Context: an optimization exercise on an open-source flow, tuned for small area. The choices shown serve that exercise and are no tape-out recipe. The RTL was checked by simulation tests, not by an equivalence proof against the original design. No activity file was given, so power comes from the tool's default toggle rates.

**design/flow/run.sh**
```bash
#!/bin/bash
# synth_recipe.tcl (not shown) runs the flow's synth.tcl, then flattens the netlist and writes it again
# the make line also repeats each setting of config.mk as NAME=value (left out here)
make -C /OpenROAD-flow-scripts/flow DESIGN_CONFIG=/design/flow/config.mk WORK_HOME=/design/flow/orfs CLKGATE_MAP_FILE= SYNTH_SCRIPT=/design/flow/synth_recipe.tcl finish
```
**design/flow/config.mk**
```make
export PLATFORM = sky130hd
export DESIGN_NAME = checkers_top
export DESIGN_NICKNAME = checkers_top
export VERILOG_FILES = /design/flow/design.v
export SDC_FILE = /design/flow/constraint.sdc
export NUM_CORES = 4
export LEC_CHECK = 0
export CAP_MARGIN = 20
export CORE_MARGIN = 2
export CORE_UTILIZATION = 40
export PLACE_DENSITY = 0.6
export SLEW_MARGIN = 20
```
**design/flow/constraint.sdc**
```tcl
create_clock -name core_clock -period 10.0 [get_ports {clk}]
set_input_delay 2.0000 -clock core_clock [delete_from_list [all_inputs] [get_ports {clk}]]
set_output_delay 2.0000 -clock core_clock [all_outputs]
set_load 0.01 [all_outputs]
```
**design/flow/design.v**
```verilog
module checkers_top (
    input             clk,
    input             rst_n,
    input             draw_n,
    input             submit_n,
    input      [3:0]  sw,
    output     [6:0]  hex0,
    output     [6:0]  hex1,
    output     [6:0]  hex2,
    output     [6:0]  hex3,
    output     [9:0]  ledr,
    output     [14:0] fb_addr,
    output     [23:0] fb_data,
    output            fb_we
);
reg [31:0] be;    
reg [31:0] bp;    
reg [31:0] bk;    
reg turn;         
assign hex0 = {1'b1, turn, turn, turn, 2'b00, turn};
assign hex1 = 7'b1000000;
assign hex2 = 7'b1000000;
assign hex3 = 7'b1111111;
reg [17:0] c;
reg [3:0] x1, y1, x2, y2;
wire pressed = !submit_n;
wire [2:0] sr = y1[2:0] + {2'b00, x1[3]};
wire [4:0] sb = {sr, x1[2:1]};
wire sdark = x1[0] ^ sr[0];
wire [2:0] tr = y2[2:0] + {2'b00, x2[3]};
wire [4:0] tb = {tr, x2[2:1]};
wire tdark = x2[0] ^ tr[0];
wire s_e = be[sb];
wire s_p = bp[sb];
wire s_k = bk[sb];
wire t_e = be[tb];
wire ok1 = sdark & ~s_e & tdark & t_e;
wire mine = s_p ^ turn;
wire [3:0] dx = (x1 > x2) ? x1 - x2 : x2 - x1;
wire [3:0] dy = (y1 > y2) ? y1 - y2 : y2 - y1;
wire d1 = (dx == 4'd1) && (dy == 4'd1);
wire d2 = (dx == 4'd2) && (dy == 4'd2);
wire [4:0] xsum = x1 + x2;
wire [4:0] ysum = y1 + y2;
wire [3:0] xm = xsum[4:1];
wire [3:0] ym = ysum[4:1];
wire [2:0] mr = ym[2:0] + {2'b00, xm[3]};
wire [4:0] mb = {mr, xm[2:1]};
wire mdark = xm[0] ^ mr[0];
wire king = (tr == 3'd0) | ((tr == 3'd7) & (x2[2:0] != 3'd0));
wire valid = ok1 & mine & (d1 | d2);
wire lowc = ~|c[17:4];
wire c_sel = lowc & (c[3:0] >= 4'd2) & (c[3:0] <= 4'd10);
wire c_done = lowc & (c[3:0] == 4'd11);
wire c_end = &{c[17], c[14], c[11], c[9], c[3], c[1], c[0]};    
wire upd = (c == 18'd23);
wire up = (|c[17:5]) | (c[4] & c[3] & (|c[2:0]));               
wire [4:0] off = !ok1 ? 5'd17 : !mine ? 5'd16 : d1 ? 5'd13 : d2 ? 5'd12 : 5'd15;
always @(posedge clk or negedge rst_n) begin
    if (!rst_n)
        c <= 18'd0;
    else if (c_end)
        c <= 18'd0;
    else if (c_done)
        c <= {13'd0, off};
    else if (!c_sel || (c[0] == pressed))
        c <= c + 18'd1;
end
always @(posedge clk) begin
    if (lowc && c[3:0] == 4'd3) x1 <= sw;
    if (lowc && c[3:0] == 4'd5) y1 <= sw;
    if (lowc && c[3:0] == 4'd7) x2 <= sw;
    if (lowc && c[3:0] == 4'd9) y2 <= sw;
end
integer i;
always @(posedge clk or negedge rst_n) begin
    if (!rst_n) begin
        be <= 32'h000FF000;
        bp <= 32'hFFF00000;
        bk <= 32'h00000000;
        turn <= 1'b1;
    end else if (upd && valid) begin
        turn <= ~turn;
        for (i = 0; i < 32; i = i + 1) begin
            if (i == tb) begin
                be[i] <= 1'b0;
                bp[i] <= s_p;
                bk[i] <= s_k | king;
            end else if (i == sb || (d2 && mdark && i == mb)) begin
                be[i] <= 1'b1;
            end
        end
    end
end
localparam [3:0] D_SA = 4'd0, D_CI = 4'd1, D_CC = 4'd2, D_SC = 4'd3,
                 D_EW = 4'd4, D_W1 = 4'd5, D_W2 = 4'd6, D_W3 = 4'd7,
                 D_DW = 4'd8, D_IU = 4'd9, D_ST = 4'd10, D_S0 = 4'd11;
localparam [2:0] K_P1 = 3'd0, K_K1 = 3'd1, K_P2 = 3'd2, K_K2 = 3'd3,
                 K_E = 3'd4, K_W = 3'd7;
reg [3:0] ds;
reg [14:0] addr;
reg [3:0] s15;    
reg [2:0] yc;     
reg [3:0] m15;    
reg [2:0] xc;     
reg [2:0] colr;
reg [2:0] dat;
wire en = ~draw_n | up;
wire wrap = &{addr[13], addr[12], addr[11], addr[6], addr[0]};   
wire [4:0] rb = {yc, xc[2:1]};
wire light = ~(xc[0] ^ yc[0]);
wire [2:0] cls = light ? K_W : be[rb] ? K_E : {1'b0, bp[rb], bk[rb]};
always @(posedge clk or negedge rst_n) begin
    if (!rst_n) begin
        ds <= D_ST;
        addr <= 15'd0;
        s15 <= 4'd0;
        yc <= 3'd0;
        m15 <= 4'd15;
        xc <= 3'd0;
        colr <= K_E;
    end else begin
        case (ds)
            D_ST: ds <= D_S0;
            D_S0: ds <= D_CI;
            D_SA: ds <= D_CI;
            D_CI: ds <= D_CC;
            D_CC: ds <= D_SC;
            D_SC: ds <= en ? D_EW : D_IU;
            D_EW: ds <= D_W1;
            D_W1: ds <= D_W2;
            D_W2: ds <= D_W3;
            D_W3: ds <= D_DW;
            D_DW: ds <= D_IU;
            D_IU: ds <= D_SA;
            default: ds <= D_ST;
        endcase
        if (ds == D_SA) begin
            if (wrap) begin
                addr <= 15'd0;
                s15 <= 4'd0;
                yc <= 3'd0;
                m15 <= 4'd15;
                xc <= 3'd0;
            end else begin
                addr <= addr + 15'd1;
                s15 <= (s15 == 4'd14) ? 4'd0 : s15 + 4'd1;
                if (s15 == 4'd14) yc <= yc + 3'd1;
                if (s15 == 4'd0 && yc == 3'd0) begin
                    m15 <= (m15 == 4'd14) ? 4'd0 : m15 + 4'd1;
                    if (m15 == 4'd14 && xc != 3'd7) xc <= xc + 3'd1;
                end
            end
        end
        if (ds == D_SC) colr <= cls;
    end
end
always @(posedge clk) begin
    if (ds == D_CC) dat <= colr;
end
reg [23:0] rgb;
always @(*) begin
    case (dat)
        K_P1: rgb = 24'h98f5f9;
        K_K1: rgb = 24'h3f97fc;
        K_P2: rgb = 24'hfe5c5e;
        K_K2: rgb = 24'hd80305;
        K_E:  rgb = 24'h000000;
        default: rgb = 24'hffffff;
    endcase
end
assign fb_addr = addr;
assign ledr = addr[9:0];
assign fb_data = rgb;
assign fb_we = (ds == D_W1) | (ds == D_W2) | (ds == D_W3) | (ds == D_DW);
endmodule
```
==> metrics.md <==
| Metric | Value |
|---|---|
| Status | `complete, no violations` |
| Hold Fails Final Rpt | `0` |
| Global-route wire length before repair | `50600 µm` |
| Fin nets | `1236` |
| CTS tree | `built` |
| Row Count | `63` |
| Share of layout cells above drive strength 1 | `0.2032` |
| CP Launch Type | `register` |
| Placed cell count | `1553` |
| Fillers | `2781` |
| Hold path startpoint | `colr[1]` |
| Mapped Avg Cell Area | `10.13 µm²` |
| Sequential element share of the synthesized area | `0.3621` |
| RSZ-0062 raised after global routing | `no` |
| Cts bufs inserted | `17` |
| Clock Path Buffers | `2` |
| Die width | `178.0 µm` |
| # hold bufs at CTS | `0` |
| # diodes | `0` |
| Psw | `0.0009876 W` |
| Internal power | `0.001455 W` |
| Port buffer count | `61` |
| Sequential Power Share | `0.357` |
| Post-synthesis cell count | `1195` |
| CP Class | `reg2reg` |
| Combinational share of power | `0.363` |
| Most used DFF post-synth | `dfrtp_1` |
| Switching Fraction | `0.4043` |
| Setup Buffers After CTS | `0` |
| TNS Setup | `0 ns` |
| Worst-margin pin slew | `1.150 ns` |
| Leakage | `5.432 nW` |
| Initial Util | `0.4074` |
| # IOs | `86` |
| Antenna viol nets, final | `0` |
| Die extent in y | `178.0 µm` |
| Detailed placement HPWL | `22990 µm` |
| Clk sinks | `170` |
| FF-to-FF setup slack | `4.84 ns` |
| Worst IR drop on VDD | `0.1216 mV` |
| DRT Pass-1 Iters | `5` |
| Initial antenna violation count | `1` |
| Via/cell ratio | `5.830` |
| Hold Crit Depth | `0` |
| Asr flop ratio synth | `0.8882` |
| Count leader, synth | `dfrtp_1` |
| Post-synth top area cell | `dfrtp_1` |
| Overall routing resource usage | `0.2088` |
| Core Box Area | `29720 µm²` |
| Max-cap violations | `0` |
| Largest net degree at the start of global routing | `85` |
| Clock power frac | `0.279` |
| FF-to-FF End | `bp[0]` |
| GPL Wtd Cong | `0.8914` |
| Total Wirelength | `32120 µm` |
| Depth of the most critical reg-to-reg path | `10` |
| Reg2reg start | `x1[2]` |
| Hold Path Class | `reg2reg` |
| Setup skew after layout | `0.01536 ns` |
| P&R area growth vs syn | `9.797%` |
| Final Slew Violations | `0` |
| Min-Delay Endpoint | `dat[1]` |
| Post-synth top area share | `0.2542` |
| Synth Register Bits | `170` |
| Synth warn | `1` |
| Clk root buf | `clkbuf_16` |
| Worst setup EP type | `register` |
| Total power | `0.002443 W` |
| Required time of the critical path | `10.33 ns` |
| Worst-skew pair later-pin latency | `0.44 ns` |
| CTS resizes | `0` |
| Cell area after synthesis | `12110 µm²` |
| DRC Markers | `0` |
| Period Utilization, post-route | `0.5160` |
| Drt wl/cell | `20.25 µm` |
| Vias in the first global route | `8756` |
| DR iter-0 viols | `955` |
| CTS clk-pin slew, worst paths | `0.08 ns` |
| Post-synth top cells | `dfrtp_1 (123), nor2_1 (79), nand2_1 (67), nand3_1 (67), buf_4 (54)` |
| Sequential cell area | `4384 µm²` |
| Worst Path Arrival | `5.49 ns` |
| Largest cells by area after synthesis | `dfrtp_1 (25%), mux4_2 (9.1%), dfstp_2 (6.1%)` |
| EDFF count, synth | `19` |
| Total gr overflow | `0` |
| Max Clk Rate | `193.8 MHz` |
| Cell Count, Final, Fillers Out | `1586` |
| H-tree Lvls | `4` |
| Final Critical Period | `5.160 ns` |
| Final Setup Violations | `0` |
| Vias | `9246` |
| Die Area | `31670 µm²` |
| Pwr Density | `183.8 nW/µm²` |
| Multi-input logic area | `6925 µm²` |
| Crit-path max FO | `47` |
| Max transition margin | `0.2276` |
| Yosys cell types | `71` |
metal layers:
| layer | vias up | GRT usage | share of wire |
|---|---|---|---|
| li1 | 4277 | - | - |
| met1 | 4594 | 0.2916 | 0.45 |
| met2 | 320 | 0.3246 | 0.46 |
| met3 | 53 | 0.04092 | 0.068 |
| met4 | 2 | 0.07104 | 0.022 |
| met5 | - | 0 | 0.00040 |
placed cells by master (no fill, tap or decap), types with 14 or more instances in the layout:
cell	count
o21bai_1	15
o21ai_0	39
o32a_1	14
dfrtp_1	123
nand3_1	67
nor2b_1	21
o211ai_1	20
nor2_1	78
edfxtp_1	19
dfstp_2	28
mux2i_1	20
clkdlybuf4s50_1	60
inv_1	50
a21oi_1	38
clkbuf_16	18
ha_1	39
conb_1	24
mux2_2	48
mux2_4	22
o21a_1	19
nand2_1	66
nand4_1	29
mux4_2	49
xor2_1	29
nor3_1	53
nor3_2	16
worst max-delay path by stage:
| stage | start | to | slack (ns) | depth (start not counted) |
|---|---|---|---|---|
| 6_report | x1[2] | bp[0] | 4.84 | 10 |
| 5_1_grt | x1[2] | bp[2] | 4.60 | 10 |
| 4_1_cts | x1[2] | be[11] | 4.76 | 10 |
| 3_5_place_dp | x1[2] | be[11] | 4.76 | 10 |
| 3_3_place_gp | x1[2] | be[28] | 4.69 | 11 |
| 2_1_floorplan | x1[2] | bk[25] | 5.59 | 16 |
power groups by stage:
stage	clock, W	combinational, W	sequential, W
6_report	0.000682	0.000888	0.000873
5_1_grt	0.000726	0.000978	0.000888
4_1_cts	0.000697	0.000870	0.000871
3_5_place_dp	0	0.000867	0.000884
3_3_place_gp	0	0.000854	0.000883
2_1_floorplan	0	0.000663	0.000833
layout make-up:
class / count / share of cell area
Clock buffer: 19 / 0.03492
Clock inverter: 13 / 0.009413
Inverter: 52 / 0.01468
Multi-Input combinational cell: 868 / 0.5210
Sequential cell: 170 / 0.3298
Tap cell: 390 / 0.03671
Timing Repair Buffer: 74 / 0.05346
kinds of logic after synthesis:
logic type / share of synthesized area
adder cells (fa/ha/maj): 0.05023
multiplexers: 0.1796
flip-flops: 0.3621
buffers and inverters: 0.07534
AO/OA/AOI/OAI: 0.1178
XOR/XNOR: 0.03224
other: 0.0006203
AND/OR/NAND/NOR: 0.1820
sequential cells by signal, indices dropped and copies added (netlist names), 15 cells and up:
name and cells:
be 32, c 18, bp 32, addr 15
bk 32
worst max-delay path, stage by stage, from the launching register on:
cell and delay (ns):
edfxtp_1 0.32, buf_4 0.50, inv_1 0.14, ha_1 0.46
or3b_1 0.41, a211o_1 0.32, a221oi_2 0.26, nand4_2 0.74
or3b_4 0.96, nor3_1 0.52, mux2_2 0.39
through the flow:
step	utilization	worst slack, ns	hold slack (ns)	instance area (µm²)
6_report	0.4473	4.840	0.4496	13290
3_5_place_dp	0.4265	4.763	0.4349	12670
3_3_place_gp	0.4261	4.695	0.4312	12660
4_1_cts	0.4463	4.758	0.4518	13260
2_1_floorplan	-	5.594	0.4256	12190
5_1_grt	0.4473	4.596	0.4705	13290

## what the ideal ports hide
How much do the figures lean on ideal ports? The routed layout below was timed once more, with nothing changed but the port constraints.
Step 1 assumes that a clkbuf_16 drives the clock port and a buf_2 every other input.
Step 2 also shifts input and output timing later by t, the mid clock arrival at the registers, as if the neighbouring blocks saw the same clock.
Three values: ideal ports, drivers, drivers and shift; two values: the first two.
t (ns): 0.485
slack for setup (ns): 4.840 / 4.840 / 4.840
latest minus earliest clock arrival (ns): 0.016 / 0.015
worst data-port slew with drivers (ns): 0.04
pins driven straight from the clock port: 1
After both steps setup and hold are still met in this run. The setup slack of this run moves by 0.000 ns with the drivers and by 0.000 ns with both steps.
